Source: an optimization exercise on an open RTL-to-GDS flow (aim: small area, a short achievable clock period and few clock cycles). Production flows keep margins and buffers that such runs may drop. Function was checked by simulation only, so behaviour that the tests miss may differ from the original.

==> flow/design.v, too long to show whole: its modules and the start of the top module <==
// module dual_port_RAM_0: 14 lines
// module row_pass: 228 lines
// module col_pass: 237 lines
// module M2: 255 lines
module M2 (
	input  logic        Clock_50,
	input  logic        Resetn,
	input  logic [15:0] SRAM_read_data,
	input  logic        M2_start,
	output logic        SRAM_we_n,
	output logic        M2_done,
	output logic [15:0] SRAM_write_data,
	output logic [17:0] SRAM_address
);
  // ...
==> flow/flow/run.sh <==
#!/bin/bash
# The standard layout, with timing repair aiming at 8 ns of setup slack
# instead of 0.  The clock period and constraints are the standard flow's.
set -euo pipefail
bash standard.sh SETUP_SLACK_MARGIN=8 finish > standard.log 2>&1
==> flow/standard.sh <==
#!/bin/bash
# synth_recipe.tcl (not shown) runs the flow's synth.tcl, then flattens the netlist and writes it again
# the make line also repeats each setting of config.mk as NAME=value (left out here)
make -C /OpenROAD-flow-scripts/flow DESIGN_CONFIG=/design/flow/config.mk WORK_HOME=/design/flow/orfs CLKGATE_MAP_FILE= SYNTH_SCRIPT=/design/flow/synth_recipe.tcl "${@:-finish}"
==> flow/config.mk <==
export PLATFORM = sky130hd
export DESIGN_NAME = M2
export DESIGN_NICKNAME = M2
export VERILOG_FILES = /design/flow/design.v
export SDC_FILE = /design/flow/constraint.sdc
export NUM_CORES = 8
export LEC_CHECK = 0
export CAP_MARGIN = 20
export CORE_MARGIN = 2
export CORE_UTILIZATION = 40
export SLEW_MARGIN = 20
export SYNTH_MEMORY_MAX_BITS = 4096
==> flow/constraint.sdc <==
create_clock -name core_clock -period 12.0 [get_ports {Clock_50}]
set_input_delay 2.4000 -clock core_clock [delete_from_list [all_inputs] [get_ports {Clock_50}]]
set_output_delay 2.4000 -clock core_clock [all_outputs]
set_load 0.01 [all_outputs]
==> impl_metrics.env, run 1 <==
export IMPL_path_max_fanout=4
export IMPL_maxSlewViolCount=0
export IMPL_wl_met1_mm=180
export IMPL_timing_critical_path_buf_inv=7
export IMPL_synthSimpleGateAreaFrac=0.0699
export IMPL_worstReg2RegEnd="cpass.ps0[20]$_DFF_P_"
export IMPL_globalRouteMet3Util=0.0287
export IMPL_synth_most_common_cell="edfxtp_1"
export IMPL_status="timing/DRC/antenna clean"
export IMPL_cts_buffer_depth=4
export IMPL_largest_reg_flops=1408
export IMPL_seq_cell_count=2932
export IMPL_clk_latency_ns=0.96
export IMPL_busiest_layer="met2"
export IMPL_cp_slowest_cell="fa_1"
export IMPL_vias_per_cell=5.49
export IMPL_yosys_area_top_type="edfxtp_1"
export IMPL_std_cell_rows=222
export IMPL_antenna_found_initial=17
export IMPL_worst_slew_pin_slew_ns=1.17
export IMPL_seq_share=0.456
export IMPL_die_h_um=609
export IMPL_startpoint_type="register"
export IMPL_finalCritPeriodShare=0.342
export IMPL_synth_cell_types=107
export IMPL_clkSinkCount=2932
export IMPL_wl_per_cell_um=24.8
export IMPL_crit_start="cx[1]$_DFF_P_"
export IMPL_max_cap_viol_count=0
export IMPL_dr_wl_met2_mm=190
export IMPL_grt_max_degree=154
export IMPL_finalHoldViolations=0
export IMPL_async_flop_share=0.0539
Testbench counts, summed over its fixed seeds: cycles 1,383,204.
==> module row_pass, before the edit <==
module row_pass (input logic clk, input logic [15:0] x, input logic [3:0] p0,
  output logic [29:0] ra0, ra1, ra2, ra3, rb0, rb1, rb2, rb3);
function automatic logic [59:0] csa(input logic [29:0] a, b, c);
  logic [29:0] s, cy; s = a ^ b ^ c; cy = ((a & b) | (a & c) | (b & c)) << 1; csa = {s, cy};
endfunction
function automatic logic [29:0] add30(input logic [29:0] a, b, input logic ci);
  logic [29:0] g, p, G, P, Gn, Pn;
  g = a & b; p = a ^ b; g[0] = g[0] | (p[0] & ci); G = g; P = p;
  Gn = G; Pn = P;
  Gn[1] = G[1] | (P[1] & G[0]); Pn[1] = P[1] & P[0];
  Gn[3] = G[3] | (P[3] & G[2]); Pn[3] = P[3] & P[2];
  Gn[5] = G[5] | (P[5] & G[4]); Pn[5] = P[5] & P[4];
  Gn[7] = G[7] | (P[7] & G[6]); Pn[7] = P[7] & P[6];
  Gn[9] = G[9] | (P[9] & G[8]); Pn[9] = P[9] & P[8];
  Gn[11] = G[11] | (P[11] & G[10]); Pn[11] = P[11] & P[10];
  Gn[13] = G[13] | (P[13] & G[12]); Pn[13] = P[13] & P[12];
  Gn[15] = G[15] | (P[15] & G[14]); Pn[15] = P[15] & P[14];
  Gn[17] = G[17] | (P[17] & G[16]); Pn[17] = P[17] & P[16];
  Gn[19] = G[19] | (P[19] & G[18]); Pn[19] = P[19] & P[18];
  Gn[21] = G[21] | (P[21] & G[20]); Pn[21] = P[21] & P[20];
  Gn[23] = G[23] | (P[23] & G[22]); Pn[23] = P[23] & P[22];
  Gn[25] = G[25] | (P[25] & G[24]); Pn[25] = P[25] & P[24];
  Gn[27] = G[27] | (P[27] & G[26]); Pn[27] = P[27] & P[26];
  Gn[29] = G[29] | (P[29] & G[28]); Pn[29] = P[29] & P[28];
  G = Gn; P = Pn;
  Gn = G; Pn = P;
  Gn[2] = G[2] | (P[2] & G[1]); Pn[2] = P[2] & P[1];
  Gn[3] = G[3] | (P[3] & G[1]); Pn[3] = P[3] & P[1];
  Gn[6] = G[6] | (P[6] & G[5]); Pn[6] = P[6] & P[5];
  Gn[7] = G[7] | (P[7] & G[5]); Pn[7] = P[7] & P[5];
  Gn[10] = G[10] | (P[10] & G[9]); Pn[10] = P[10] & P[9];
  Gn[11] = G[11] | (P[11] & G[9]); Pn[11] = P[11] & P[9];
  Gn[14] = G[14] | (P[14] & G[13]); Pn[14] = P[14] & P[13];
  Gn[15] = G[15] | (P[15] & G[13]); Pn[15] = P[15] & P[13];
  Gn[18] = G[18] | (P[18] & G[17]); Pn[18] = P[18] & P[17];
  Gn[19] = G[19] | (P[19] & G[17]); Pn[19] = P[19] & P[17];
  Gn[22] = G[22] | (P[22] & G[21]); Pn[22] = P[22] & P[21];
  Gn[23] = G[23] | (P[23] & G[21]); Pn[23] = P[23] & P[21];
  Gn[26] = G[26] | (P[26] & G[25]); Pn[26] = P[26] & P[25];
  Gn[27] = G[27] | (P[27] & G[25]); Pn[27] = P[27] & P[25];
  G = Gn; P = Pn;
  Gn = G; Pn = P;
  Gn[4] = G[4] | (P[4] & G[3]); Pn[4] = P[4] & P[3];
  Gn[5] = G[5] | (P[5] & G[3]); Pn[5] = P[5] & P[3];
  Gn[6] = G[6] | (P[6] & G[3]); Pn[6] = P[6] & P[3];
  Gn[7] = G[7] | (P[7] & G[3]); Pn[7] = P[7] & P[3];
  Gn[12] = G[12] | (P[12] & G[11]); Pn[12] = P[12] & P[11];
  Gn[13] = G[13] | (P[13] & G[11]); Pn[13] = P[13] & P[11];
  Gn[14] = G[14] | (P[14] & G[11]); Pn[14] = P[14] & P[11];
  Gn[15] = G[15] | (P[15] & G[11]); Pn[15] = P[15] & P[11];
  Gn[20] = G[20] | (P[20] & G[19]); Pn[20] = P[20] & P[19];
  Gn[21] = G[21] | (P[21] & G[19]); Pn[21] = P[21] & P[19];
  Gn[22] = G[22] | (P[22] & G[19]); Pn[22] = P[22] & P[19];
  Gn[23] = G[23] | (P[23] & G[19]); Pn[23] = P[23] & P[19];
  Gn[28] = G[28] | (P[28] & G[27]); Pn[28] = P[28] & P[27];
  Gn[29] = G[29] | (P[29] & G[27]); Pn[29] = P[29] & P[27];
  G = Gn; P = Pn;
  Gn = G; Pn = P;
  Gn[8] = G[8] | (P[8] & G[7]); Pn[8] = P[8] & P[7];
  Gn[9] = G[9] | (P[9] & G[7]); Pn[9] = P[9] & P[7];
  Gn[10] = G[10] | (P[10] & G[7]); Pn[10] = P[10] & P[7];
  Gn[11] = G[11] | (P[11] & G[7]); Pn[11] = P[11] & P[7];
  Gn[12] = G[12] | (P[12] & G[7]); Pn[12] = P[12] & P[7];
  Gn[13] = G[13] | (P[13] & G[7]); Pn[13] = P[13] & P[7];
  Gn[14] = G[14] | (P[14] & G[7]); Pn[14] = P[14] & P[7];
  Gn[15] = G[15] | (P[15] & G[7]); Pn[15] = P[15] & P[7];
  Gn[24] = G[24] | (P[24] & G[23]); Pn[24] = P[24] & P[23];
  Gn[25] = G[25] | (P[25] & G[23]); Pn[25] = P[25] & P[23];
  Gn[26] = G[26] | (P[26] & G[23]); Pn[26] = P[26] & P[23];
  Gn[27] = G[27] | (P[27] & G[23]); Pn[27] = P[27] & P[23];
  Gn[28] = G[28] | (P[28] & G[23]); Pn[28] = P[28] & P[23];
  Gn[29] = G[29] | (P[29] & G[23]); Pn[29] = P[29] & P[23];
  G = Gn; P = Pn;
  Gn = G; Pn = P;
  Gn[16] = G[16] | (P[16] & G[15]); Pn[16] = P[16] & P[15];
  Gn[17] = G[17] | (P[17] & G[15]); Pn[17] = P[17] & P[15];
  Gn[18] = G[18] | (P[18] & G[15]); Pn[18] = P[18] & P[15];
  Gn[19] = G[19] | (P[19] & G[15]); Pn[19] = P[19] & P[15];
  Gn[20] = G[20] | (P[20] & G[15]); Pn[20] = P[20] & P[15];
  Gn[21] = G[21] | (P[21] & G[15]); Pn[21] = P[21] & P[15];
  Gn[22] = G[22] | (P[22] & G[15]); Pn[22] = P[22] & P[15];
  Gn[23] = G[23] | (P[23] & G[15]); Pn[23] = P[23] & P[15];
  Gn[24] = G[24] | (P[24] & G[15]); Pn[24] = P[24] & P[15];
  Gn[25] = G[25] | (P[25] & G[15]); Pn[25] = P[25] & P[15];
  Gn[26] = G[26] | (P[26] & G[15]); Pn[26] = P[26] & P[15];
  Gn[27] = G[27] | (P[27] & G[15]); Pn[27] = P[27] & P[15];
  Gn[28] = G[28] | (P[28] & G[15]); Pn[28] = P[28] & P[15];
  Gn[29] = G[29] | (P[29] & G[15]); Pn[29] = P[29] & P[15];
  G = Gn; P = Pn;
  add30 = p ^ {G[28:0], ci};
endfunction
logic [17:0] x3; assign x3 = {{2{x[15]}}, x} + {x[15], x, 1'b0};
logic [1:0] sel0; logic sg0;
always_ff @(posedge clk) case (p0)
  4'd0: begin sel0 <= 2'd0; sg0 <= 1'b0; end
  4'd1: begin sel0 <= 2'd0; sg0 <= 1'b1; end
  4'd3: begin sel0 <= 2'd0; sg0 <= 1'b1; end
  4'd4: begin sel0 <= 2'd1; sg0 <= 1'b0; end
  4'd6: begin sel0 <= 2'd0; sg0 <= 1'b1; end
  4'd7: begin sel0 <= 2'd1; sg0 <= 1'b1; end
  4'd9: begin sel0 <= 2'd2; sg0 <= 1'b0; end
  4'd10: begin sel0 <= 2'd2; sg0 <= 1'b0; end
  default: begin sel0 <= 2'd3; sg0 <= 1'b0; end
endcase
logic [15:0] yu0; assign yu0 = (x ^ {16{sg0}}) ^ {1'b1, 15'd0};
logic [17:0] zu0; assign zu0 = (x3 ^ {18{sg0}}) ^ {1'b1, 17'd0};
logic [29:0] r0 [0:3];
assign r0[0] = (sel0==2'd0 ? (30'({yu0, 11'd0})) : sel0==2'd1 ? (30'({yu0, 11'd0})) : sel0==2'd2 ? (30'({zu0, 9'd0})) : 30'd0);
assign r0[1] = (sel0==2'd0 ? (30'({~zu0, 4'd0})) : sel0==2'd1 ? (30'({~zu0, 6'd0})) : sel0==2'd2 ? (30'({~zu0, 5'd0})) : 30'd0);
assign r0[2] = (sel0==2'd0 ? (30'({yu0, 3'd0})) : sel0==2'd1 ? (30'({yu0, 5'd0})) : sel0==2'd2 ? (30'({yu0, 3'd0})) : 30'd0);
assign r0[3] = (sel0==2'd0 ? 30'd0 : sel0==2'd1 ? (30'({yu0, 2'd0})) : sel0==2'd2 ? 30'd0 : 30'd0);
logic [29:0] t0_0s, t0_0c; assign {t0_0s, t0_0c} = csa(r0[0], r0[1], r0[2]);
logic [29:0] t0_1s, t0_1c; assign {t0_1s, t0_1c} = csa(t0_0s, t0_0c, r0[3]);
logic [29:0] ps0, pc0; always_ff @(posedge clk) begin ps0 <= t0_1s; pc0 <= t0_1c; end
logic [1:0] sel1; logic sg1;
always_ff @(posedge clk) case (p0)
  4'd0: begin sel1 <= 2'd0; sg1 <= 1'b0; end
  4'd1: begin sel1 <= 2'd0; sg1 <= 1'b0; end
  4'd3: begin sel1 <= 2'd0; sg1 <= 1'b0; end
  4'd4: begin sel1 <= 2'd1; sg1 <= 1'b0; end
  4'd6: begin sel1 <= 2'd0; sg1 <= 1'b0; end
  4'd7: begin sel1 <= 2'd1; sg1 <= 1'b1; end
  4'd9: begin sel1 <= 2'd2; sg1 <= 1'b0; end
  4'd10: begin sel1 <= 2'd2; sg1 <= 1'b1; end
  default: begin sel1 <= 2'd3; sg1 <= 1'b0; end
endcase
logic [15:0] yu1; assign yu1 = (x ^ {16{sg1}}) ^ {1'b1, 15'd0};
logic [17:0] zu1; assign zu1 = (x3 ^ {18{sg1}}) ^ {1'b1, 17'd0};
logic [29:0] r1 [0:3];
assign r1[0] = (sel1==2'd0 ? (30'({zu1, 9'd0})) : sel1==2'd1 ? (30'({zu1, 8'd0})) : sel1==2'd2 ? (30'({zu1, 9'd0})) : 30'd0);
assign r1[1] = (sel1==2'd0 ? (30'({yu1, 7'd0})) : sel1==2'd1 ? (30'({yu1, 4'd0})) : sel1==2'd2 ? (30'({~zu1, 5'd0})) : 30'd0);
assign r1[2] = (sel1==2'd0 ? (30'({yu1, 5'd0})) : sel1==2'd1 ? ({14'd0, ~yu1}) : sel1==2'd2 ? (30'({yu1, 3'd0})) : 30'd0);
assign r1[3] = (sel1==2'd0 ? (30'({zu1, 1'd0})) : sel1==2'd1 ? 30'd0 : sel1==2'd2 ? 30'd0 : 30'd0);
logic [29:0] t1_0s, t1_0c; assign {t1_0s, t1_0c} = csa(r1[0], r1[1], r1[2]);
logic [29:0] t1_1s, t1_1c; assign {t1_1s, t1_1c} = csa(t1_0s, t1_0c, r1[3]);
logic [29:0] ps1, pc1; always_ff @(posedge clk) begin ps1 <= t1_1s; pc1 <= t1_1c; end
logic [1:0] sel2; logic sg2;
always_ff @(posedge clk) case (p0)
  4'd0: begin sel2 <= 2'd0; sg2 <= 1'b0; end
  4'd1: begin sel2 <= 2'd0; sg2 <= 1'b1; end
  4'd3: begin sel2 <= 2'd0; sg2 <= 1'b0; end
  4'd4: begin sel2 <= 2'd1; sg2 <= 1'b1; end
  4'd6: begin sel2 <= 2'd0; sg2 <= 1'b1; end
  4'd7: begin sel2 <= 2'd1; sg2 <= 1'b0; end
  4'd9: begin sel2 <= 2'd2; sg2 <= 1'b0; end
  4'd10: begin sel2 <= 2'd2; sg2 <= 1'b1; end
  default: begin sel2 <= 2'd3; sg2 <= 1'b0; end
endcase
logic [15:0] yu2; assign yu2 = (x ^ {16{sg2}}) ^ {1'b1, 15'd0};
logic [17:0] zu2; assign zu2 = (x3 ^ {18{sg2}}) ^ {1'b1, 17'd0};
logic [29:0] r2 [0:3];
assign r2[0] = (sel2==2'd0 ? (30'({yu2, 10'd0})) : sel2==2'd1 ? (30'({zu2, 8'd0})) : sel2==2'd2 ? (30'({zu2, 9'd0})) : 30'd0);
assign r2[1] = (sel2==2'd0 ? (30'({zu2, 5'd0})) : sel2==2'd1 ? (30'({yu2, 4'd0})) : sel2==2'd2 ? (30'({~zu2, 5'd0})) : 30'd0);
assign r2[2] = (sel2==2'd0 ? (30'({yu2, 4'd0})) : sel2==2'd1 ? ({14'd0, ~yu2}) : sel2==2'd2 ? (30'({yu2, 3'd0})) : 30'd0);
assign r2[3] = (sel2==2'd0 ? (30'(yu2)) : sel2==2'd1 ? 30'd0 : sel2==2'd2 ? 30'd0 : 30'd0);
logic [29:0] t2_0s, t2_0c; assign {t2_0s, t2_0c} = csa(r2[0], r2[1], r2[2]);
logic [29:0] t2_1s, t2_1c; assign {t2_1s, t2_1c} = csa(t2_0s, t2_0c, r2[3]);
logic [29:0] ps2, pc2; always_ff @(posedge clk) begin ps2 <= t2_1s; pc2 <= t2_1c; end
logic [1:0] sel3; logic sg3;
always_ff @(posedge clk) case (p0)
  4'd0: begin sel3 <= 2'd0; sg3 <= 1'b0; end
  4'd1: begin sel3 <= 2'd0; sg3 <= 1'b1; end
  4'd3: begin sel3 <= 2'd0; sg3 <= 1'b0; end
  4'd4: begin sel3 <= 2'd1; sg3 <= 1'b1; end
  4'd6: begin sel3 <= 2'd0; sg3 <= 1'b0; end
  4'd7: begin sel3 <= 2'd1; sg3 <= 1'b0; end
  4'd9: begin sel3 <= 2'd2; sg3 <= 1'b0; end
  4'd10: begin sel3 <= 2'd2; sg3 <= 1'b0; end
  default: begin sel3 <= 2'd3; sg3 <= 1'b0; end
endcase
logic [15:0] yu3; assign yu3 = (x ^ {16{sg3}}) ^ {1'b1, 15'd0};
logic [17:0] zu3; assign zu3 = (x3 ^ {18{sg3}}) ^ {1'b1, 17'd0};
logic [29:0] r3 [0:3];
assign r3[0] = (sel3==2'd0 ? (30'({zu3, 7'd0})) : sel3==2'd1 ? (30'({yu3, 11'd0})) : sel3==2'd2 ? (30'({zu3, 9'd0})) : 30'd0);
assign r3[1] = (sel3==2'd0 ? (30'({yu3, 4'd0})) : sel3==2'd1 ? (30'({~zu3, 6'd0})) : sel3==2'd2 ? (30'({~zu3, 5'd0})) : 30'd0);
assign r3[2] = (sel3==2'd0 ? ({14'd0, ~yu3}) : sel3==2'd1 ? (30'({yu3, 5'd0})) : sel3==2'd2 ? (30'({yu3, 3'd0})) : 30'd0);
assign r3[3] = (sel3==2'd0 ? 30'd0 : sel3==2'd1 ? (30'({yu3, 2'd0})) : sel3==2'd2 ? 30'd0 : 30'd0);
logic [29:0] t3_0s, t3_0c; assign {t3_0s, t3_0c} = csa(r3[0], r3[1], r3[2]);
logic [29:0] t3_1s, t3_1c; assign {t3_1s, t3_1c} = csa(t3_0s, t3_0c, r3[3]);
logic [29:0] ps3, pc3; always_ff @(posedge clk) begin ps3 <= t3_1s; pc3 <= t3_1c; end
logic [3:0] p1; always_ff @(posedge clk) p1 <= p0;
logic xb, ld; always_ff @(posedge clk) begin ld <= (p1 == 4'd11); case (p1)
  4'd1: xb <= 1'b1;
  4'd2: xb <= 1'b1;
  4'd3: xb <= 1'b1;
  4'd5: xb <= 1'b1;
  4'd6: xb <= 1'b1;
  4'd11: xb <= 1'b1;
  default: xb <= 1'b0;
endcase end
logic [29:0] ra [0:3]; logic [29:0] rb [0:3];
logic [29:0] ua0p, ua0s, ua0c;
assign ua0p = ra[2];
assign ua0s = ua0p ^ ps0 ^ pc0; assign ua0c = {((ua0p & ps0) | (ua0p & pc0) | (ps0 & pc0)), 1'b0};
always_ff @(posedge clk) ra[0] <= ld ? 30'd622106390 : add30(ua0s, ua0c, 1'b0);
logic [29:0] ub0p, ub0s, ub0c;
assign ub0p = rb[2];
assign ub0s = ub0p ^ ps0 ^ pc0; assign ub0c = {((ub0p & ps0) | (ub0p & pc0) | (ps0 & pc0)), 1'b0};
always_ff @(posedge clk) rb[0] <= ld ? 30'd56197755 : (add30(ub0s, ub0c, 1'b0) ^ {30{xb}});
logic [29:0] ua1p, ua1s, ua1c;
assign ua1p = ra[0];
assign ua1s = ua1p ^ ps1 ^ pc1; assign ua1c = {((ua1p & ps1) | (ua1p & pc1) | (ps1 & pc1)), 1'b0};
always_ff @(posedge clk) ra[1] <= ld ? 30'd622106030 : add30(ua1s, ua1c, 1'b0);
logic [29:0] ub1p, ub1s, ub1c;
assign ub1p = rb[0];
assign ub1s = ub1p ^ ps1 ^ pc1; assign ub1c = {((ub1p & ps1) | (ub1p & pc1) | (ps1 & pc1)), 1'b0};
always_ff @(posedge clk) rb[1] <= ld ? 30'd56197829 : (add30(ub1s, ub1c, 1'b0) ^ {30{xb}});
logic [29:0] ua2p, ua2s, ua2c;
assign ua2p = ra[3];
assign ua2s = ua2p ^ ps2 ^ pc2; assign ua2c = {((ua2p & ps2) | (ua2p & pc2) | (ps2 & pc2)), 1'b0};
always_ff @(posedge clk) ra[2] <= ld ? 30'd622100626 : add30(ua2s, ua2c, 1'b0);
logic [29:0] ub2p, ub2s, ub2c;
assign ub2p = rb[3];
assign ub2s = ub2p ^ ps2 ^ pc2; assign ub2c = {((ub2p & ps2) | (ub2p & pc2) | (ps2 & pc2)), 1'b0};
always_ff @(posedge clk) rb[2] <= ld ? 30'd56197007 : (add30(ub2s, ub2c, 1'b0) ^ {30{xb}});
logic [29:0] ua3p, ua3s, ua3c;
assign ua3p = ra[1];
assign ua3s = ua3p ^ ps3 ^ pc3; assign ua3c = {((ua3p & ps3) | (ua3p & pc3) | (ps3 & pc3)), 1'b0};
always_ff @(posedge clk) ra[3] <= ld ? 30'd622103425 : add30(ua3s, ua3c, 1'b0);
logic [29:0] ub3p, ub3s, ub3c;
assign ub3p = rb[1];
assign ub3s = ub3p ^ ps3 ^ pc3; assign ub3c = {((ub3p & ps3) | (ub3p & pc3) | (ps3 & pc3)), 1'b0};
always_ff @(posedge clk) rb[3] <= ld ? 30'd56198288 : (add30(ub3s, ub3c, 1'b0) ^ {30{xb}});
assign ra0 = ra[0]; assign rb0 = rb[0];
assign ra1 = ra[1]; assign rb1 = rb[1];
assign ra2 = ra[2]; assign rb2 = rb[2];
assign ra3 = ra[3]; assign rb3 = rb[3];
endmodule
==> module col_pass, before the edit <==
module col_pass (input logic clk, input logic [21:0] x, input logic [3:0] p0,
  output logic [31:0] ra0, ra1, ra2, ra3, rb0, rb1, rb2, rb3);
function automatic logic [63:0] csa(input logic [31:0] a, b, c);
  logic [31:0] s, cy; s = a ^ b ^ c; cy = ((a & b) | (a & c) | (b & c)) << 1; csa = {s, cy};
endfunction
function automatic logic [31:0] add32(input logic [31:0] a, b, input logic ci);
  logic [31:0] g, p, G, P, Gn, Pn;
  g = a & b; p = a ^ b; g[0] = g[0] | (p[0] & ci); G = g; P = p;
  Gn = G; Pn = P;
  Gn[1] = G[1] | (P[1] & G[0]); Pn[1] = P[1] & P[0];
  Gn[3] = G[3] | (P[3] & G[2]); Pn[3] = P[3] & P[2];
  Gn[5] = G[5] | (P[5] & G[4]); Pn[5] = P[5] & P[4];
  Gn[7] = G[7] | (P[7] & G[6]); Pn[7] = P[7] & P[6];
  Gn[9] = G[9] | (P[9] & G[8]); Pn[9] = P[9] & P[8];
  Gn[11] = G[11] | (P[11] & G[10]); Pn[11] = P[11] & P[10];
  Gn[13] = G[13] | (P[13] & G[12]); Pn[13] = P[13] & P[12];
  Gn[15] = G[15] | (P[15] & G[14]); Pn[15] = P[15] & P[14];
  Gn[17] = G[17] | (P[17] & G[16]); Pn[17] = P[17] & P[16];
  Gn[19] = G[19] | (P[19] & G[18]); Pn[19] = P[19] & P[18];
  Gn[21] = G[21] | (P[21] & G[20]); Pn[21] = P[21] & P[20];
  Gn[23] = G[23] | (P[23] & G[22]); Pn[23] = P[23] & P[22];
  Gn[25] = G[25] | (P[25] & G[24]); Pn[25] = P[25] & P[24];
  Gn[27] = G[27] | (P[27] & G[26]); Pn[27] = P[27] & P[26];
  Gn[29] = G[29] | (P[29] & G[28]); Pn[29] = P[29] & P[28];
  Gn[31] = G[31] | (P[31] & G[30]); Pn[31] = P[31] & P[30];
  G = Gn; P = Pn;
  Gn = G; Pn = P;
  Gn[2] = G[2] | (P[2] & G[1]); Pn[2] = P[2] & P[1];
  Gn[3] = G[3] | (P[3] & G[1]); Pn[3] = P[3] & P[1];
  Gn[6] = G[6] | (P[6] & G[5]); Pn[6] = P[6] & P[5];
  Gn[7] = G[7] | (P[7] & G[5]); Pn[7] = P[7] & P[5];
  Gn[10] = G[10] | (P[10] & G[9]); Pn[10] = P[10] & P[9];
  Gn[11] = G[11] | (P[11] & G[9]); Pn[11] = P[11] & P[9];
  Gn[14] = G[14] | (P[14] & G[13]); Pn[14] = P[14] & P[13];
  Gn[15] = G[15] | (P[15] & G[13]); Pn[15] = P[15] & P[13];
  Gn[18] = G[18] | (P[18] & G[17]); Pn[18] = P[18] & P[17];
  Gn[19] = G[19] | (P[19] & G[17]); Pn[19] = P[19] & P[17];
  Gn[22] = G[22] | (P[22] & G[21]); Pn[22] = P[22] & P[21];
  Gn[23] = G[23] | (P[23] & G[21]); Pn[23] = P[23] & P[21];
  Gn[26] = G[26] | (P[26] & G[25]); Pn[26] = P[26] & P[25];
  Gn[27] = G[27] | (P[27] & G[25]); Pn[27] = P[27] & P[25];
  Gn[30] = G[30] | (P[30] & G[29]); Pn[30] = P[30] & P[29];
  Gn[31] = G[31] | (P[31] & G[29]); Pn[31] = P[31] & P[29];
  G = Gn; P = Pn;
  Gn = G; Pn = P;
  Gn[4] = G[4] | (P[4] & G[3]); Pn[4] = P[4] & P[3];
  Gn[5] = G[5] | (P[5] & G[3]); Pn[5] = P[5] & P[3];
  Gn[6] = G[6] | (P[6] & G[3]); Pn[6] = P[6] & P[3];
  Gn[7] = G[7] | (P[7] & G[3]); Pn[7] = P[7] & P[3];
  Gn[12] = G[12] | (P[12] & G[11]); Pn[12] = P[12] & P[11];
  Gn[13] = G[13] | (P[13] & G[11]); Pn[13] = P[13] & P[11];
  Gn[14] = G[14] | (P[14] & G[11]); Pn[14] = P[14] & P[11];
  Gn[15] = G[15] | (P[15] & G[11]); Pn[15] = P[15] & P[11];
  Gn[20] = G[20] | (P[20] & G[19]); Pn[20] = P[20] & P[19];
  Gn[21] = G[21] | (P[21] & G[19]); Pn[21] = P[21] & P[19];
  Gn[22] = G[22] | (P[22] & G[19]); Pn[22] = P[22] & P[19];
  Gn[23] = G[23] | (P[23] & G[19]); Pn[23] = P[23] & P[19];
  Gn[28] = G[28] | (P[28] & G[27]); Pn[28] = P[28] & P[27];
  Gn[29] = G[29] | (P[29] & G[27]); Pn[29] = P[29] & P[27];
  Gn[30] = G[30] | (P[30] & G[27]); Pn[30] = P[30] & P[27];
  Gn[31] = G[31] | (P[31] & G[27]); Pn[31] = P[31] & P[27];
  G = Gn; P = Pn;
  Gn = G; Pn = P;
  Gn[8] = G[8] | (P[8] & G[7]); Pn[8] = P[8] & P[7];
  Gn[9] = G[9] | (P[9] & G[7]); Pn[9] = P[9] & P[7];
  Gn[10] = G[10] | (P[10] & G[7]); Pn[10] = P[10] & P[7];
  Gn[11] = G[11] | (P[11] & G[7]); Pn[11] = P[11] & P[7];
  Gn[12] = G[12] | (P[12] & G[7]); Pn[12] = P[12] & P[7];
  Gn[13] = G[13] | (P[13] & G[7]); Pn[13] = P[13] & P[7];
  Gn[14] = G[14] | (P[14] & G[7]); Pn[14] = P[14] & P[7];
  Gn[15] = G[15] | (P[15] & G[7]); Pn[15] = P[15] & P[7];
  Gn[24] = G[24] | (P[24] & G[23]); Pn[24] = P[24] & P[23];
  Gn[25] = G[25] | (P[25] & G[23]); Pn[25] = P[25] & P[23];
  Gn[26] = G[26] | (P[26] & G[23]); Pn[26] = P[26] & P[23];
  Gn[27] = G[27] | (P[27] & G[23]); Pn[27] = P[27] & P[23];
  Gn[28] = G[28] | (P[28] & G[23]); Pn[28] = P[28] & P[23];
  Gn[29] = G[29] | (P[29] & G[23]); Pn[29] = P[29] & P[23];
  Gn[30] = G[30] | (P[30] & G[23]); Pn[30] = P[30] & P[23];
  Gn[31] = G[31] | (P[31] & G[23]); Pn[31] = P[31] & P[23];
  G = Gn; P = Pn;
  Gn = G; Pn = P;
  Gn[16] = G[16] | (P[16] & G[15]); Pn[16] = P[16] & P[15];
  Gn[17] = G[17] | (P[17] & G[15]); Pn[17] = P[17] & P[15];
  Gn[18] = G[18] | (P[18] & G[15]); Pn[18] = P[18] & P[15];
  Gn[19] = G[19] | (P[19] & G[15]); Pn[19] = P[19] & P[15];
  Gn[20] = G[20] | (P[20] & G[15]); Pn[20] = P[20] & P[15];
  Gn[21] = G[21] | (P[21] & G[15]); Pn[21] = P[21] & P[15];
  Gn[22] = G[22] | (P[22] & G[15]); Pn[22] = P[22] & P[15];
  Gn[23] = G[23] | (P[23] & G[15]); Pn[23] = P[23] & P[15];
  Gn[24] = G[24] | (P[24] & G[15]); Pn[24] = P[24] & P[15];
  Gn[25] = G[25] | (P[25] & G[15]); Pn[25] = P[25] & P[15];
  Gn[26] = G[26] | (P[26] & G[15]); Pn[26] = P[26] & P[15];
  Gn[27] = G[27] | (P[27] & G[15]); Pn[27] = P[27] & P[15];
  Gn[28] = G[28] | (P[28] & G[15]); Pn[28] = P[28] & P[15];
  Gn[29] = G[29] | (P[29] & G[15]); Pn[29] = P[29] & P[15];
  Gn[30] = G[30] | (P[30] & G[15]); Pn[30] = P[30] & P[15];
  Gn[31] = G[31] | (P[31] & G[15]); Pn[31] = P[31] & P[15];
  G = Gn; P = Pn;
  add32 = p ^ {G[30:0], ci};
endfunction
logic [23:0] x3; assign x3 = {{2{x[21]}}, x} + {x[21], x, 1'b0};
logic [1:0] sel0; logic sg0;
always_ff @(posedge clk) case (p0)
  4'd0: begin sel0 <= 2'd0; sg0 <= 1'b0; end
  4'd1: begin sel0 <= 2'd0; sg0 <= 1'b1; end
  4'd3: begin sel0 <= 2'd0; sg0 <= 1'b1; end
  4'd4: begin sel0 <= 2'd1; sg0 <= 1'b0; end
  4'd6: begin sel0 <= 2'd0; sg0 <= 1'b1; end
  4'd7: begin sel0 <= 2'd1; sg0 <= 1'b1; end
  4'd9: begin sel0 <= 2'd2; sg0 <= 1'b0; end
  4'd10: begin sel0 <= 2'd2; sg0 <= 1'b0; end
  default: begin sel0 <= 2'd3; sg0 <= 1'b0; end
endcase
logic [21:0] yu0; assign yu0 = (x ^ {22{sg0}}) ^ {1'b1, 21'd0};
logic [23:0] zu0; assign zu0 = (x3 ^ {24{sg0}}) ^ {1'b1, 23'd0};
logic [31:0] r0 [0:3];
assign r0[0] = (sel0==2'd0 ? (32'({yu0, 11'd0})) : sel0==2'd1 ? (32'({yu0, 11'd0})) : sel0==2'd2 ? (32'({zu0, 9'd0})) : 32'd0);
assign r0[1] = (sel0==2'd0 ? (32'({~zu0, 4'd0})) : sel0==2'd1 ? (32'({~zu0, 6'd0})) : sel0==2'd2 ? (32'({~zu0, 5'd0})) : 32'd0);
assign r0[2] = (sel0==2'd0 ? (32'({yu0, 3'd0})) : sel0==2'd1 ? (32'({yu0, 5'd0})) : sel0==2'd2 ? (32'({yu0, 3'd0})) : 32'd0);
assign r0[3] = (sel0==2'd0 ? 32'd0 : sel0==2'd1 ? (32'({yu0, 2'd0})) : sel0==2'd2 ? 32'd0 : 32'd0);
logic [31:0] t0_0s, t0_0c; assign {t0_0s, t0_0c} = csa(r0[0], r0[1], r0[2]);
logic [31:0] t0_1s, t0_1c; assign {t0_1s, t0_1c} = csa(t0_0s, t0_0c, r0[3]);
logic [31:0] ps0, pc0; always_ff @(posedge clk) begin ps0 <= t0_1s; pc0 <= t0_1c; end
logic [1:0] sel1; logic sg1;
always_ff @(posedge clk) case (p0)
  4'd0: begin sel1 <= 2'd0; sg1 <= 1'b0; end
  4'd1: begin sel1 <= 2'd0; sg1 <= 1'b0; end
  4'd3: begin sel1 <= 2'd0; sg1 <= 1'b0; end
  4'd4: begin sel1 <= 2'd1; sg1 <= 1'b0; end
  4'd6: begin sel1 <= 2'd0; sg1 <= 1'b0; end
  4'd7: begin sel1 <= 2'd1; sg1 <= 1'b1; end
  4'd9: begin sel1 <= 2'd2; sg1 <= 1'b0; end
  4'd10: begin sel1 <= 2'd2; sg1 <= 1'b1; end
  default: begin sel1 <= 2'd3; sg1 <= 1'b0; end
endcase
logic [21:0] yu1; assign yu1 = (x ^ {22{sg1}}) ^ {1'b1, 21'd0};
logic [23:0] zu1; assign zu1 = (x3 ^ {24{sg1}}) ^ {1'b1, 23'd0};
logic [31:0] r1 [0:3];
assign r1[0] = (sel1==2'd0 ? (32'({zu1, 9'd0})) : sel1==2'd1 ? (32'({zu1, 8'd0})) : sel1==2'd2 ? (32'({zu1, 9'd0})) : 32'd0);
assign r1[1] = (sel1==2'd0 ? (32'({yu1, 7'd0})) : sel1==2'd1 ? (32'({yu1, 4'd0})) : sel1==2'd2 ? (32'({~zu1, 5'd0})) : 32'd0);
assign r1[2] = (sel1==2'd0 ? (32'({yu1, 5'd0})) : sel1==2'd1 ? ({10'd0, ~yu1}) : sel1==2'd2 ? (32'({yu1, 3'd0})) : 32'd0);
assign r1[3] = (sel1==2'd0 ? (32'({zu1, 1'd0})) : sel1==2'd1 ? 32'd0 : sel1==2'd2 ? 32'd0 : 32'd0);
logic [31:0] t1_0s, t1_0c; assign {t1_0s, t1_0c} = csa(r1[0], r1[1], r1[2]);
logic [31:0] t1_1s, t1_1c; assign {t1_1s, t1_1c} = csa(t1_0s, t1_0c, r1[3]);
logic [31:0] ps1, pc1; always_ff @(posedge clk) begin ps1 <= t1_1s; pc1 <= t1_1c; end
logic [1:0] sel2; logic sg2;
always_ff @(posedge clk) case (p0)
  4'd0: begin sel2 <= 2'd0; sg2 <= 1'b0; end
  4'd1: begin sel2 <= 2'd0; sg2 <= 1'b1; end
  4'd3: begin sel2 <= 2'd0; sg2 <= 1'b0; end
  4'd4: begin sel2 <= 2'd1; sg2 <= 1'b1; end
  4'd6: begin sel2 <= 2'd0; sg2 <= 1'b1; end
  4'd7: begin sel2 <= 2'd1; sg2 <= 1'b0; end
  4'd9: begin sel2 <= 2'd2; sg2 <= 1'b0; end
  4'd10: begin sel2 <= 2'd2; sg2 <= 1'b1; end
  default: begin sel2 <= 2'd3; sg2 <= 1'b0; end
endcase
logic [21:0] yu2; assign yu2 = (x ^ {22{sg2}}) ^ {1'b1, 21'd0};
logic [23:0] zu2; assign zu2 = (x3 ^ {24{sg2}}) ^ {1'b1, 23'd0};
logic [31:0] r2 [0:3];
assign r2[0] = (sel2==2'd0 ? (32'({yu2, 10'd0})) : sel2==2'd1 ? (32'({zu2, 8'd0})) : sel2==2'd2 ? (32'({zu2, 9'd0})) : 32'd0);
assign r2[1] = (sel2==2'd0 ? (32'({zu2, 5'd0})) : sel2==2'd1 ? (32'({yu2, 4'd0})) : sel2==2'd2 ? (32'({~zu2, 5'd0})) : 32'd0);
assign r2[2] = (sel2==2'd0 ? (32'({yu2, 4'd0})) : sel2==2'd1 ? ({10'd0, ~yu2}) : sel2==2'd2 ? (32'({yu2, 3'd0})) : 32'd0);
assign r2[3] = (sel2==2'd0 ? (32'(yu2)) : sel2==2'd1 ? 32'd0 : sel2==2'd2 ? 32'd0 : 32'd0);
logic [31:0] t2_0s, t2_0c; assign {t2_0s, t2_0c} = csa(r2[0], r2[1], r2[2]);
logic [31:0] t2_1s, t2_1c; assign {t2_1s, t2_1c} = csa(t2_0s, t2_0c, r2[3]);
logic [31:0] ps2, pc2; always_ff @(posedge clk) begin ps2 <= t2_1s; pc2 <= t2_1c; end
logic [1:0] sel3; logic sg3;
always_ff @(posedge clk) case (p0)
  4'd0: begin sel3 <= 2'd0; sg3 <= 1'b0; end
  4'd1: begin sel3 <= 2'd0; sg3 <= 1'b1; end
  4'd3: begin sel3 <= 2'd0; sg3 <= 1'b0; end
  4'd4: begin sel3 <= 2'd1; sg3 <= 1'b1; end
  4'd6: begin sel3 <= 2'd0; sg3 <= 1'b0; end
  4'd7: begin sel3 <= 2'd1; sg3 <= 1'b0; end
  4'd9: begin sel3 <= 2'd2; sg3 <= 1'b0; end
  4'd10: begin sel3 <= 2'd2; sg3 <= 1'b0; end
  default: begin sel3 <= 2'd3; sg3 <= 1'b0; end
endcase
logic [21:0] yu3; assign yu3 = (x ^ {22{sg3}}) ^ {1'b1, 21'd0};
logic [23:0] zu3; assign zu3 = (x3 ^ {24{sg3}}) ^ {1'b1, 23'd0};
logic [31:0] r3 [0:3];
assign r3[0] = (sel3==2'd0 ? (32'({zu3, 7'd0})) : sel3==2'd1 ? (32'({yu3, 11'd0})) : sel3==2'd2 ? (32'({zu3, 9'd0})) : 32'd0);
assign r3[1] = (sel3==2'd0 ? (32'({yu3, 4'd0})) : sel3==2'd1 ? (32'({~zu3, 6'd0})) : sel3==2'd2 ? (32'({~zu3, 5'd0})) : 32'd0);
assign r3[2] = (sel3==2'd0 ? ({10'd0, ~yu3}) : sel3==2'd1 ? (32'({yu3, 5'd0})) : sel3==2'd2 ? (32'({yu3, 3'd0})) : 32'd0);
assign r3[3] = (sel3==2'd0 ? 32'd0 : sel3==2'd1 ? (32'({yu3, 2'd0})) : sel3==2'd2 ? 32'd0 : 32'd0);
logic [31:0] t3_0s, t3_0c; assign {t3_0s, t3_0c} = csa(r3[0], r3[1], r3[2]);
logic [31:0] t3_1s, t3_1c; assign {t3_1s, t3_1c} = csa(t3_0s, t3_0c, r3[3]);
logic [31:0] ps3, pc3; always_ff @(posedge clk) begin ps3 <= t3_1s; pc3 <= t3_1c; end
logic [3:0] p1; always_ff @(posedge clk) p1 <= p0;
logic xb, ld; always_ff @(posedge clk) begin ld <= (p1 == 4'd11); case (p1)
  4'd1: xb <= 1'b1;
  4'd2: xb <= 1'b1;
  4'd3: xb <= 1'b1;
  4'd5: xb <= 1'b1;
  4'd6: xb <= 1'b1;
  4'd11: xb <= 1'b1;
  default: xb <= 1'b0;
endcase end
logic [31:0] ra [0:3]; logic [31:0] rb [0:3];
logic [31:0] ua0p, ua0s, ua0c;
assign ua0p = ra[2];
assign ua0s = ua0p ^ ps0 ^ pc0; assign ua0c = {((ua0p & ps0) | (ua0p & pc0) | (ps0 & pc0)), 1'b0};
always_ff @(posedge clk) ra[0] <= ld ? 32'd1159730966 : add32(ua0s, ua0c, 1'b0);
logic [31:0] ub0p, ub0s, ub0c;
assign ub0p = rb[2];
assign ub0s = ub0p ^ ps0 ^ pc0; assign ub0c = {((ub0p & ps0) | (ub0p & pc0) | (ps0 & pc0)), 1'b0};
always_ff @(posedge clk) rb[0] <= ld ? 32'd3596616315 : (add32(ub0s, ub0c, 1'b0) ^ {32{xb}});
logic [31:0] ua1p, ua1s, ua1c;
assign ua1p = ra[0];
assign ua1s = ua1p ^ ps1 ^ pc1; assign ua1c = {((ua1p & ps1) | (ua1p & pc1) | (ps1 & pc1)), 1'b0};
always_ff @(posedge clk) ra[1] <= ld ? 32'd1159730606 : add32(ua1s, ua1c, 1'b0);
logic [31:0] ub1p, ub1s, ub1c;
assign ub1p = rb[0];
assign ub1s = ub1p ^ ps1 ^ pc1; assign ub1c = {((ub1p & ps1) | (ub1p & pc1) | (ps1 & pc1)), 1'b0};
always_ff @(posedge clk) rb[1] <= ld ? 32'd3596616389 : (add32(ub1s, ub1c, 1'b0) ^ {32{xb}});
logic [31:0] ua2p, ua2s, ua2c;
assign ua2p = ra[3];
assign ua2s = ua2p ^ ps2 ^ pc2; assign ua2c = {((ua2p & ps2) | (ua2p & pc2) | (ps2 & pc2)), 1'b0};
always_ff @(posedge clk) ra[2] <= ld ? 32'd1159725202 : add32(ua2s, ua2c, 1'b0);
logic [31:0] ub2p, ub2s, ub2c;
assign ub2p = rb[3];
assign ub2s = ub2p ^ ps2 ^ pc2; assign ub2c = {((ub2p & ps2) | (ub2p & pc2) | (ps2 & pc2)), 1'b0};
always_ff @(posedge clk) rb[2] <= ld ? 32'd3596615567 : (add32(ub2s, ub2c, 1'b0) ^ {32{xb}});
logic [31:0] ua3p, ua3s, ua3c;
assign ua3p = ra[1];
assign ua3s = ua3p ^ ps3 ^ pc3; assign ua3c = {((ua3p & ps3) | (ua3p & pc3) | (ps3 & pc3)), 1'b0};
always_ff @(posedge clk) ra[3] <= ld ? 32'd1159728001 : add32(ua3s, ua3c, 1'b0);
logic [31:0] ub3p, ub3s, ub3c;
assign ub3p = rb[1];
assign ub3s = ub3p ^ ps3 ^ pc3; assign ub3c = {((ub3p & ps3) | (ub3p & pc3) | (ps3 & pc3)), 1'b0};
always_ff @(posedge clk) rb[3] <= ld ? 32'd3596616848 : (add32(ub3s, ub3c, 1'b0) ^ {32{xb}});
assign ra0 = ra[0]; assign rb0 = rb[0];
assign ra1 = ra[1]; assign rb1 = rb[1];
assign ra2 = ra[2]; assign rb2 = rb[2];
assign ra3 = ra[3]; assign rb3 = rb[3];
endmodule
==> module M2, before the edit <==
module M2 (
	input  logic        Clock_50,
	input  logic        Resetn,
	input  logic [15:0] SRAM_read_data,
	input  logic        M2_start,
	output logic        SRAM_we_n,
	output logic        M2_done,
	output logic [15:0] SRAM_write_data,
	output logic [17:0] SRAM_address
);
function automatic logic [7:0] clip(input logic [31:0] s);
	clip = s[31] ? 8'd0 : (|s[30:24]) ? 8'd255 : s[23:16];
endfunction
function automatic logic [3:0] inc12(input logic [3:0] v);
	inc12 = (v == 4'd11) ? 4'd0 : v + 4'd1;
endfunction
function automatic logic [2:0] nof(input logic [3:0] p);
	case (p)
		4'd0: nof = 3'd1; 4'd1: nof = 3'd3; 4'd3: nof = 3'd5; 4'd4: nof = 3'd2;
		4'd6: nof = 3'd7; 4'd7: nof = 3'd6; 4'd9: nof = 3'd0; default: nof = 3'd4;
	endcase
endfunction
logic        run;
logic [3:0]  q;              
logic [3:0]  rp0;            
logic [3:0]  cp0;            
logic        rd_on;          
logic        q_rd;
assign q_rd = (q != 4'd2) && (q != 4'd5) && (q != 4'd8) && (q != 4'd11);
logic [14:0] rowb;
logic [2:0]  rk;
logic [5:0]  rbc;
logic [4:0]  rbr;
logic [1:0]  rpl;
logic        r_last_bc;
logic [14:0] rinc;
assign r_last_bc = (rpl == 2'd0) ? (rbc == 6'd39) : (rbc == 6'd19);
always_comb begin
	if (rk != 3'd7)      rinc = (rpl == 2'd0) ? 15'd40 : 15'd20;
	else if (!r_last_bc) rinc = (rpl == 2'd0) ? -15'sd279 : -15'sd139;
	else                 rinc = 15'd1;
end
logic [16:0] waddr;
logic [2:0]  wk;
logic [1:0]  wp;
logic [5:0]  wbc;
logic [4:0]  wbr;
logic [1:0]  wpl;
logic        w_last_bc;
logic [16:0] winc;
assign w_last_bc = (wpl == 2'd0) ? (wbc == 6'd39) : (wbc == 6'd19);
always_comb begin
	if (wk != 3'd7)                    winc = (wpl == 2'd0) ? 17'd160 : 17'd80;
	else if (wp != 2'd3 || !w_last_bc) winc = (wpl == 2'd0) ? -17'sd1119 : -17'sd559;
	else                               winc = 17'd1;
end
logic [15:0] wb [0:7];
logic [3:0]  wb_cnt;
logic        wslot;          
logic        do_write;
logic        last_write;
assign last_write = (wpl == 2'd2) && (wbr == 5'd29) && w_last_bc && (wp == 2'd3) && (wk == 3'd7);
assign do_write = wslot && (wb_cnt != 4'd0);
logic iss0, iss1, iss2, xv;
always_ff @(posedge Clock_50 or negedge Resetn) begin
	if (!Resetn) begin
		run <= 1'b0; rd_on <= 1'b1;
		q <= 4'd0; rp0 <= 4'd9; cp0 <= 4'd2; wslot <= 1'b0;
		rowb <= 15'd9600; rk <= 3'd0; rbc <= 6'd0; rbr <= 5'd0; rpl <= 2'd0;
		waddr <= 17'd0; wk <= 3'd0; wp <= 2'd0; wbc <= 6'd0; wbr <= 5'd0; wpl <= 2'd0;
		SRAM_address <= 18'd0; SRAM_we_n <= 1'b1; SRAM_write_data <= 16'd0;
		M2_done <= 1'b0;
		iss0 <= 1'b0; iss1 <= 1'b0; iss2 <= 1'b0; xv <= 1'b0;
	end else begin
		iss1 <= iss0; iss2 <= iss1; xv <= iss2;
		iss0 <= 1'b0;
		SRAM_we_n <= 1'b1;
		if (!run) begin
			if (M2_start && !M2_done) run <= 1'b1;
		end else begin
			q <= inc12(q); rp0 <= inc12(rp0); cp0 <= inc12(cp0);
			wslot <= (q == 4'd1) || (q == 4'd4) || (q == 4'd7) || (q == 4'd10);
			if (q_rd) begin
				if (rd_on) begin
					SRAM_address <= {rowb, nof(q)};
					iss0 <= 1'b1;
					if (q == 4'd10) begin
						rowb <= rowb + rinc;
						rk <= rk + 3'd1;
						if (rk == 3'd7) begin
							if (!r_last_bc) rbc <= rbc + 6'd1;
							else begin
								rbc <= 6'd0;
								if (rbr != 5'd29) rbr <= rbr + 5'd1;
								else begin
									rbr <= 5'd0;
									if (rpl == 2'd2) rd_on <= 1'b0;
									else rpl <= rpl + 2'd1;
								end
							end
						end
					end
				end
			end else if (wb_cnt != 4'd0) begin
				SRAM_address <= {1'b0, waddr};
				SRAM_we_n <= 1'b0;
				SRAM_write_data <= wb[0];
				waddr <= waddr + winc;
				wk <= wk + 3'd1;
				if (wk == 3'd7) begin
					wp <= wp + 2'd1;
					if (wp == 2'd3) begin
						if (!w_last_bc) wbc <= wbc + 6'd1;
						else begin
							wbc <= 6'd0;
							if (wbr != 5'd29) wbr <= wbr + 5'd1;
							else begin
								wbr <= 5'd0;
								wpl <= wpl + 2'd1;
							end
						end
					end
				end
				if (last_write) begin
					M2_done <= 1'b1;
					run <= 1'b0;
				end
			end
		end
	end
end
logic [15:0] xr;
always_ff @(posedge Clock_50) xr <= SRAM_read_data;
logic [29:0] rpa [0:3];
logic [29:0] rpb [0:3];
row_pass rpass (
	.clk(Clock_50), .x(xr), .p0(rp0),
	.ra0(rpa[0]), .ra1(rpa[1]), .ra2(rpa[2]), .ra3(rpa[3]),
	.rb0(rpb[0]), .rb1(rpb[1]), .rb2(rpb[2]), .rb3(rpb[3])
);
logic        row_v;          
logic        row_end;        
logic [2:0]  rp_k;
logic        rp_par;
logic [21:0] stg [0:7];
logic        tw_we;
logic [2:0]  tw_i, tw_k;
logic        tw_par;
logic [5:0]  tw_addr;
always_ff @(posedge Clock_50) begin
	if (row_end) begin
		stg[0] <= rpa[2][29:8];    
		stg[1] <= rpa[0][29:8];    
		stg[2] <= rpb[1][29:8];    
		stg[3] <= rpa[1][29:8];    
		stg[4] <= rpb[3][29:8];    
		stg[5] <= rpb[2][29:8];    
		stg[6] <= rpa[3][29:8];    
		stg[7] <= rpb[0][29:8];    
	end else begin
		for (int j = 0; j < 7; j++) stg[j] <= stg[j + 1];
	end
end
function automatic logic [2:0] mof(input logic [2:0] i);
	case (i)
		3'd0: mof = 3'd1; 3'd1: mof = 3'd3; 3'd2: mof = 3'd5; 3'd3: mof = 3'd2;
		3'd4: mof = 3'd7; 3'd5: mof = 3'd6; 3'd6: mof = 3'd0; default: mof = 3'd4;
	endcase
endfunction
logic        cp_on, cp_pend, cp_par, cp_pend_par;
logic [2:0]  cp_m;
logic        cp_on_n, cp_par_n;
logic [2:0]  cp_m_n, cp_n_n;
logic [5:0]  cp_addr;
logic        cv1, col_done, col_odd;
logic [2:0]  cm1;
always_comb begin
	cp_on_n = cp_on; cp_m_n = cp_m; cp_par_n = cp_par;
	if (run && cp0 == 4'd11) begin
		if (cp_pend) begin
			cp_on_n = 1'b1; cp_m_n = 3'd0; cp_par_n = cp_pend_par;
		end else if (cp_on) begin
			cp_m_n = cp_m + 3'd1;
			if (cp_m == 3'd7) cp_on_n = 1'b0;
		end
	end
	cp_n_n = nof(run ? inc12(cp0) : cp0);
end
always_ff @(posedge Clock_50 or negedge Resetn) begin
	if (!Resetn) begin
		row_v <= 1'b0; row_end <= 1'b0; rp_k <= 3'd0; rp_par <= 1'b0;
		tw_we <= 1'b0; tw_i <= 3'd0; tw_k <= 3'd0; tw_par <= 1'b0; tw_addr <= 6'd0;
		cp_on <= 1'b0; cp_pend <= 1'b0; cp_par <= 1'b0; cp_pend_par <= 1'b0; cp_m <= 3'd0;
		cp_addr <= 6'd0;
		cv1 <= 1'b0; cm1 <= 3'd0; col_done <= 1'b0; col_odd <= 1'b0;
	end else begin
		if (run && q == 4'd10) row_v <= rd_on;
		row_end <= run && (q == 4'd3) && row_v;
		if (row_end) begin
			rp_k <= rp_k + 3'd1;
			if (rp_k == 3'd7) rp_par <= ~rp_par;
			tw_we <= 1'b1; tw_i <= 3'd0; tw_k <= rp_k; tw_par <= rp_par;
			tw_addr <= rp_par ? {mof(3'd0), rp_k} : {rp_k, mof(3'd0)};
		end else if (tw_we) begin
			tw_i <= tw_i + 3'd1;
			if (tw_i == 3'd7) tw_we <= 1'b0;
			tw_addr <= tw_par ? {mof(tw_i + 3'd1), tw_k} : {tw_k, mof(tw_i + 3'd1)};
		end
		if (row_end && rp_k == 3'd7) begin
			cp_pend <= 1'b1; cp_pend_par <= rp_par;
		end else if (run && cp0 == 4'd11) cp_pend <= 1'b0;
		cp_on <= cp_on_n; cp_m <= cp_m_n; cp_par <= cp_par_n;
		cp_addr <= cp_par_n ? {cp_m_n, cp_n_n} : {cp_n_n, cp_m_n};
		cv1 <= cp_on; cm1 <= cp_m;
		col_done <= (q == 4'd10) && cv1;
		col_odd <= cm1[0];
	end
end
logic [21:0] tb_rdata;
dual_port_RAM_0 tbuf (
	.clock(Clock_50), .wren(tw_we), .waddr(tw_addr), .wdata(stg[0]),
	.raddr(cp_addr), .rdata(tb_rdata)
);
logic [21:0] cx;
always_ff @(posedge Clock_50) cx <= tb_rdata;
logic [31:0] cpa [0:3];
logic [31:0] cpb [0:3];
col_pass cpass (
	.clk(Clock_50), .x(cx), .p0(cp0),
	.ra0(cpa[0]), .ra1(cpa[1]), .ra2(cpa[2]), .ra3(cpa[3]),
	.rb0(cpb[0]), .rb1(cpb[1]), .rb2(cpb[2]), .rb3(cpb[3])
);
logic [7:0] ev [0:7];
always_ff @(posedge Clock_50) begin
	if (col_done && !col_odd) begin
		for (int c = 0; c < 4; c++) begin
			ev[3 - c] <= clip(cpa[c]);
			ev[4 + c] <= clip(cpb[c]);
		end
	end
	if (col_done && col_odd) begin
		for (int c = 0; c < 4; c++) begin
			wb[3 - c] <= {ev[3 - c], clip(cpa[c])};
			wb[4 + c] <= {ev[4 + c], clip(cpb[c])};
		end
	end else if (do_write) begin
		for (int j = 0; j < 7; j++) wb[j] <= wb[j + 1];
	end
end
always_ff @(posedge Clock_50 or negedge Resetn) begin
	if (!Resetn) wb_cnt <= 4'd0;
	else if (col_done && col_odd) wb_cnt <= 4'd8;
	else if (do_write) wb_cnt <= wb_cnt - 4'd1;
end
endmodule
==> run 2, diff against run 1 <==
--- a/flow/design.v
+++ b/flow/design.v
@@ -265,5 +265,5 @@
 assign rdata = mem[raddr];
 endmodule
-module row_pass (input logic clk, input logic [15:0] x, input logic [3:0] p0,
+module row_pass (input logic clk, input logic [15:0] x, input logic [17:0] x3, input logic [3:0] p0,
   output logic [29:0] ra0, ra1, ra2, ra3, rb0, rb1, rb2, rb3);
 function automatic logic [59:0] csa(input logic [29:0] a, b, c);
@@ -356,5 +356,4 @@
   add30 = p ^ {G[28:0], ci};
 endfunction
-logic [17:0] x3; assign x3 = {{2{x[15]}}, x} + {x[15], x, 1'b0};
 logic [1:0] sel0; logic sg0;
 always_ff @(posedge clk) case (p0)
@@ -493,5 +492,5 @@
 assign ra3 = ra[3]; assign rb3 = rb[3];
 endmodule
-module col_pass (input logic clk, input logic [21:0] x, input logic [3:0] p0,
+module col_pass (input logic clk, input logic [21:0] x, input logic [23:0] x3, input logic [3:0] p0,
   output logic [31:0] ra0, ra1, ra2, ra3, rb0, rb1, rb2, rb3);
 function automatic logic [63:0] csa(input logic [31:0] a, b, c);
@@ -593,5 +592,4 @@
   add32 = p ^ {G[30:0], ci};
 endfunction
-logic [23:0] x3; assign x3 = {{2{x[21]}}, x} + {x[21], x, 1'b0};
 logic [1:0] sel0; logic sg0;
 always_ff @(posedge clk) case (p0)
@@ -758,4 +756,5 @@
 logic [3:0]  rp0;            
 logic [3:0]  cp0;            
+logic [3:0]  cp1;            
 logic        rd_on;          
 logic        q_rd;
@@ -795,27 +794,22 @@
 assign last_write = (wpl == 2'd2) && (wbr == 5'd29) && w_last_bc && (wp == 2'd3) && (wk == 3'd7);
 assign do_write = wslot && (wb_cnt != 4'd0);
-logic iss0, iss1, iss2, xv;
 always_ff @(posedge Clock_50 or negedge Resetn) begin
 	if (!Resetn) begin
 		run <= 1'b0; rd_on <= 1'b1;
-		q <= 4'd0; rp0 <= 4'd9; cp0 <= 4'd2; wslot <= 1'b0;
+		q <= 4'd0; rp0 <= 4'd9; cp0 <= 4'd2; cp1 <= 4'd1; wslot <= 1'b0;
 		rowb <= 15'd9600; rk <= 3'd0; rbc <= 6'd0; rbr <= 5'd0; rpl <= 2'd0;
 		waddr <= 17'd0; wk <= 3'd0; wp <= 2'd0; wbc <= 6'd0; wbr <= 5'd0; wpl <= 2'd0;
 		SRAM_address <= 18'd0; SRAM_we_n <= 1'b1; SRAM_write_data <= 16'd0;
 		M2_done <= 1'b0;
-		iss0 <= 1'b0; iss1 <= 1'b0; iss2 <= 1'b0; xv <= 1'b0;
 	end else begin
-		iss1 <= iss0; iss2 <= iss1; xv <= iss2;
-		iss0 <= 1'b0;
 		SRAM_we_n <= 1'b1;
 		if (!run) begin
 			if (M2_start && !M2_done) run <= 1'b1;
 		end else begin
-			q <= inc12(q); rp0 <= inc12(rp0); cp0 <= inc12(cp0);
+			q <= inc12(q); rp0 <= inc12(rp0); cp0 <= inc12(cp0); cp1 <= inc12(cp1);
 			wslot <= (q == 4'd1) || (q == 4'd4) || (q == 4'd7) || (q == 4'd10);
 			if (q_rd) begin
 				if (rd_on) begin
 					SRAM_address <= {rowb, nof(q)};
-					iss0 <= 1'b1;
 					if (q == 4'd10) begin
 						rowb <= rowb + rinc;
@@ -864,9 +858,13 @@
 end
 logic [15:0] xr;
-always_ff @(posedge Clock_50) xr <= SRAM_read_data;
+logic [17:0] xr3;            
+always_ff @(posedge Clock_50) begin
+	xr <= SRAM_read_data;
+	xr3 <= {{2{SRAM_read_data[15]}}, SRAM_read_data} + {SRAM_read_data[15], SRAM_read_data, 1'b0};
+end
 logic [29:0] rpa [0:3];
 logic [29:0] rpb [0:3];
 row_pass rpass (
-	.clk(Clock_50), .x(xr), .p0(rp0),
+	.clk(Clock_50), .x(xr), .x3(xr3), .p0(rp0),
 	.ra0(rpa[0]), .ra1(rpa[1]), .ra2(rpa[2]), .ra3(rpa[3]),
 	.rb0(rpb[0]), .rb1(rpb[1]), .rb2(rpb[2]), .rb3(rpb[3])
@@ -906,6 +904,6 @@
 logic [2:0]  cp_m_n, cp_n_n;
 logic [5:0]  cp_addr;
-logic        cv1, col_done, col_odd;
-logic [2:0]  cm1;
+logic        cv1, cv2, col_done, col_odd;
+logic [2:0]  cm1, cm2;
 always_comb begin
 	cp_on_n = cp_on; cp_m_n = cp_m; cp_par_n = cp_par;
@@ -926,5 +924,5 @@
 		cp_on <= 1'b0; cp_pend <= 1'b0; cp_par <= 1'b0; cp_pend_par <= 1'b0; cp_m <= 3'd0;
 		cp_addr <= 6'd0;
-		cv1 <= 1'b0; cm1 <= 3'd0; col_done <= 1'b0; col_odd <= 1'b0;
+		cv1 <= 1'b0; cm1 <= 3'd0; cv2 <= 1'b0; cm2 <= 3'd0; col_done <= 1'b0; col_odd <= 1'b0;
 	end else begin
 		if (run && q == 4'd10) row_v <= rd_on;
@@ -946,6 +944,7 @@
 		cp_addr <= cp_par_n ? {cp_m_n, cp_n_n} : {cp_n_n, cp_m_n};
 		cv1 <= cp_on; cm1 <= cp_m;
-		col_done <= (q == 4'd10) && cv1;
-		col_odd <= cm1[0];
+		cv2 <= cv1;   cm2 <= cm1;
+		col_done <= (q == 4'd11) && cv2;
+		col_odd <= cm2[0];
 	end
 end
@@ -955,10 +954,15 @@
 	.raddr(cp_addr), .rdata(tb_rdata)
 );
-logic [21:0] cx;
-always_ff @(posedge Clock_50) cx <= tb_rdata;
+logic [21:0] cx, cx2;
+logic [23:0] cx3;            
+always_ff @(posedge Clock_50) begin
+	cx <= tb_rdata;
+	cx2 <= cx;
+	cx3 <= {{2{cx[21]}}, cx} + {cx[21], cx, 1'b0};
+end
 logic [31:0] cpa [0:3];
 logic [31:0] cpb [0:3];
 col_pass cpass (
-	.clk(Clock_50), .x(cx), .p0(cp0),
+	.clk(Clock_50), .x(cx2), .x3(cx3), .p0(cp1),
 	.ra0(cpa[0]), .ra1(cpa[1]), .ra2(cpa[2]), .ra3(cpa[3]),
 	.rb0(cpb[0]), .rb1(cpb[1]), .rb2(cpb[2]), .rb3(cpb[3])
--- a/flow/config.mk
+++ b/flow/config.mk
@@ -9,4 +9,6 @@
 export CORE_MARGIN = 2
 export CORE_UTILIZATION = 40
+export CTS_CLUSTER_DIAMETER = 100
+export CTS_CLUSTER_SIZE = 25
 export SLEW_MARGIN = 20
 export SYNTH_MEMORY_MAX_BITS = 4096
==> run 2 against run 1 <==
Against the previous run: area after synthesis rose by 1.3%; cell count fell by 0.84%; still clean on timing, DRC and antenna; global-route usage fell by 1.2 points; clock skew fell by 0.0010 ns; utilization fell by 2.4 points; setup slack improved by 0.14 ns; synthesized cell count rose by 2.2%; flip-flop and latch count rose by 66.
==> impl_metrics.env, run 2 <==
export IMPL_min_delay_start="cm2$_DFF_PN0_"
export IMPL_worst_slew_pin_slew_ns=1.15
export IMPL_rsz0062_at_grt="true"
export IMPL_fmax_mhz=253
export IMPL_vias=88200
export IMPL_cts_clk_slew_worst_paths_ns=0.09
export IMPL_arrival_ns=4.78
export IMPL_postRouteAntennaNets=0
export IMPL_io_buffers=54
export IMPL_maxSlewHeadroom=0.232
export IMPL_ys_flop_type="edfxtp_1"
export IMPL_regMostFlops="tbuf.mem"
export IMPL_crit_top_cell="buf_4"
export IMPL_final_common_cell="edfxtp_1"
export IMPL_numCtsBuffers=155
export IMPL_period_needed_ns=3.96
export IMPL_ys_top_cells_by_count="edfxtp_1, dfxtp_1, nor2_1"
export IMPL_worstSetupPathType="in -> reg"
export IMPL_path_max_fanout=3
export IMPL_antenna_found_initial=17
export IMPL_async_flop_share=0.0547
export IMPL_cp_slowest_cell="clkdlybuf4s50_1"
export IMPL_coreArea_um2=369000
export IMPL_yosys_register_bits=2998
export IMPL_yosys_warnings=26
export IMPL_pre_cts_ws_ns=6.89
export IMPL_dp_hpwl_mm=268
export IMPL_timing_hold_ws_ns=0.356
export IMPL_clkSinkCount=2998
export IMPL_synth_most_common_cell="edfxtp_1"
export IMPL_timing_critical_path_buf_inv=9
export IMPL_hold_end="col_odd$_DFF_PN0_"
export IMPL_clk_latency_ns=0.89
export IMPL_crit_cells=15
export IMPL_yosysSeqAreaShare=0.520
export IMPL_status="timing/DRC/antenna clean"
export IMPL_startpoint_type="primary input"
export IMPL_largest_reg_flops=1408
export IMPL_synth_top_area_frac=0.328
export IMPL_vias_per_cell=5.44
export IMPL_setup_viol_count_final=0
export IMPL_worstReg2RegEnd="cx[11]$_DFF_P_"
export IMPL_synth_cells=11400
export IMPL_max_cap_viol_count=0
export IMPL_yosys_area_top_type="edfxtp_1"
export IMPL_critPathMaxStageDelay_ns=0.45
export IMPL_grt_max_degree=176
export IMPL_die_w_um=613
export IMPL_gr_usage_all_layers=0.204
export IMPL_synth_area_top_cells="edfxtp_1, dfxtp_1, fa_1"
export IMPL_regArea_um2=77200
export IMPL_worstPathRequired_ns=12.82
export IMPL_wl_per_cell_um=23.7
export IMPL_postLayoutSetupSlackWorst_ns=8.04
export IMPL_finalHoldViolations=0
export IMPL_r2r_slack_ns=8.09
export IMPL_mostFrequentLayoutCells="edfxtp_1, dfxtp_1, nor2_1"
export IMPL_grt_remaining_overflow=0
export IMPL_cts_buffer_depth=4
export IMPL_num_io_pins=55
export IMPL_wl_mm=385
export IMPL_finalCritPeriodShare=0.330
export IMPL_min_delay_path_depth=0
export IMPL_synth_edf_count=1622
export IMPL_reg_top3="tbuf.mem (1408), stg (176)"
export IMPL_die_area_um2=376000
export IMPL_placed_cell_area_um2=154000
export IMPL_start_util=0.402
export IMPL_syn_avg_cell_area_um2=13.0
export IMPL_drt_initial_drc_count=8838
export IMPL_grt_pass1_vias=89800
export IMPL_final_nets=12600
export IMPL_multi_input_area_um2=68300
export IMPL_syn_to_final_growth_pct=7.71
export IMPL_path_cells="clkdlybuf4s50_1 -> ha_1 -> o21ai_1 -> a21boi_1 -> o21ai_2 -> a21boi_2 -> buf_4 -> buf_4 -> buf_4 -> buf_4 -> buf_4 -> buf_4 -> buf_4 -> buf_4 -> nor2_1"
export IMPL_place_congestion=0.937
export IMPL_cp_end_kind="register"
export IMPL_firstDrtPassIters=7
export IMPL_fill_cells=33300
export IMPL_hold_class="reg -> reg"
export IMPL_std_cell_rows=223
export IMPL_maxSlewViolCount=0
export IMPL_rr_worst_depth=5
export IMPL_skew_ns=0.0645
export IMPL_netlist_area_um2=148000
export IMPL_reg2reg_from="cp_addr[1]$_DFF_PN0_"
export IMPL_fin_area_um2=160000
export IMPL_cts_tree="yes"
export IMPL_fin_tns_setup_ns=0
export IMPL_critical_path_top_delay_family="buffers and inverters"
export IMPL_grt_pass1_wl_mm=577
export IMPL_ctsHtreeMaxLevel=4
export IMPL_die_h_um=613
export IMPL_synth_cell_types=91
export IMPL_drive_above_1_share=0.110
export IMPL_cts_root_buffer="clkbuf_16"
export IMPL_drc=0
-- run 2: cell count changes in the layout (fill, tap and decap cells not counted), sizes merged, moves of 24 or more --
cell | previous run | this run
clkbuf | 454 | 232
buf | 294 | 149
a21oi | 500 | 566
clkinv | 81 | 15
dfxtp | 1152 | 1212
nand2b | 105 | 52
xnor2 | 709 | 758
inv | 398 | 440
nand2 | 768 | 805
nor2b | 56 | 93
dlygate4sd2 | 0 | 27
bufinv | 25 | 1
-- run 2: layout make-up --
class	count	share of cell area
inverter	429	0.0101
tap	4950	0.0388
timing repair buffer	204	0.0115
sequential	2998	0.483
clock inverter	30	0.00220
antenna	3	0.0000470
multi-input combinational	7381	0.427
clock buffer	229	0.0268
-- run 2: worst max path at each step --
| stage | slack [ns] | to | start |
|---|---|---|---|
| after floorplan | 7.81 | xr3[15]$_DFF_P_ | SRAM_read_data[2] |
| after detailed placement | 6.89 | xr3[16]$_DFF_P_ | SRAM_read_data[1] |
| final | 8.04 | xr3[7]$_DFF_P_ | SRAM_read_data[4] |
| after CTS | 8.00 | SRAM_write_data[8] | SRAM_write_data[8]$_DFFE_PN0P_ |
| after global placement | 6.81 | xr3[15]$_DFF_P_ | SRAM_read_data[1] |
| after global routing | 7.91 | cpass.rb[3][29]$_SDFF_PP0_ | cpass.pc3[3]$_DFF_P_ |
-- run 2: kinds of logic after synthesis --
kind of cell               share of synthesized area
DFF                                            0.520
and+or+nand+nor                               0.0688
AOI/OAI and AO/OA                             0.0711
adders and majority gates                      0.159
xor gates and xnor gates                      0.0699
buffers and inverters                         0.0258
muxes                                         0.0859
other                                      0.0000253
-- run 2: layer usage --
layer  global-route usage  vias to the layer above  part of all wire
li1                     -                    39800                 -
met2                0.340                     2787              0.48
met4               0.0471                        2             0.025
met5                    0                        -          0.000036
met1                0.285                    45200              0.44
met3               0.0233                      454             0.060
-- run 2: timing repair --
item                                    4_1_cts  5_1_grt
resized for setup                            85       57
endpoints found under the setup margin      232       90
hold buffers                                  0        0
setup buffers                                15       19
gates cloned                                  1        0
pin swaps                                    10       18
-- run 2: metrics by stage --
step            util  cells
2_1_floorplan      -  11400
3_3_place_gp   0.418  15900
3_5_place_dp   0.418  15900
4_1_cts        0.432  16200
5_1_grt        0.433  16200
6_report       0.433  16200
Testbench counts of run 2, summed over its fixed seeds: cycles 1,383,204.

[afterwards: timing with drivers on the ports]
The flow's constraints put no driver on any port. The routed layouts listed below were extracted and timed again, unchanged, in two steps. Step 1: set_driving_cell puts a clkbuf_16 on Clock_50 and a buf_2 on each other input, an assumption about the parent block. Step 2 times the ports against the registers' clock, not the clock port: input delays grow and output delays shrink by t, the midpoint of the rising clock arrivals with the driver on. a / b / c = ideal / step 1 / step 2; a / b = the first two.
run	shift t [ns]	setup slack, ns
run 1	1.030	7.897 / 7.897 / 7.755
run 2	0.957	8.040 / 7.974 / 7.167
After both steps setup and hold are still met in every run listed. The worst setup slack also covers recovery checks on asynchronous resets.
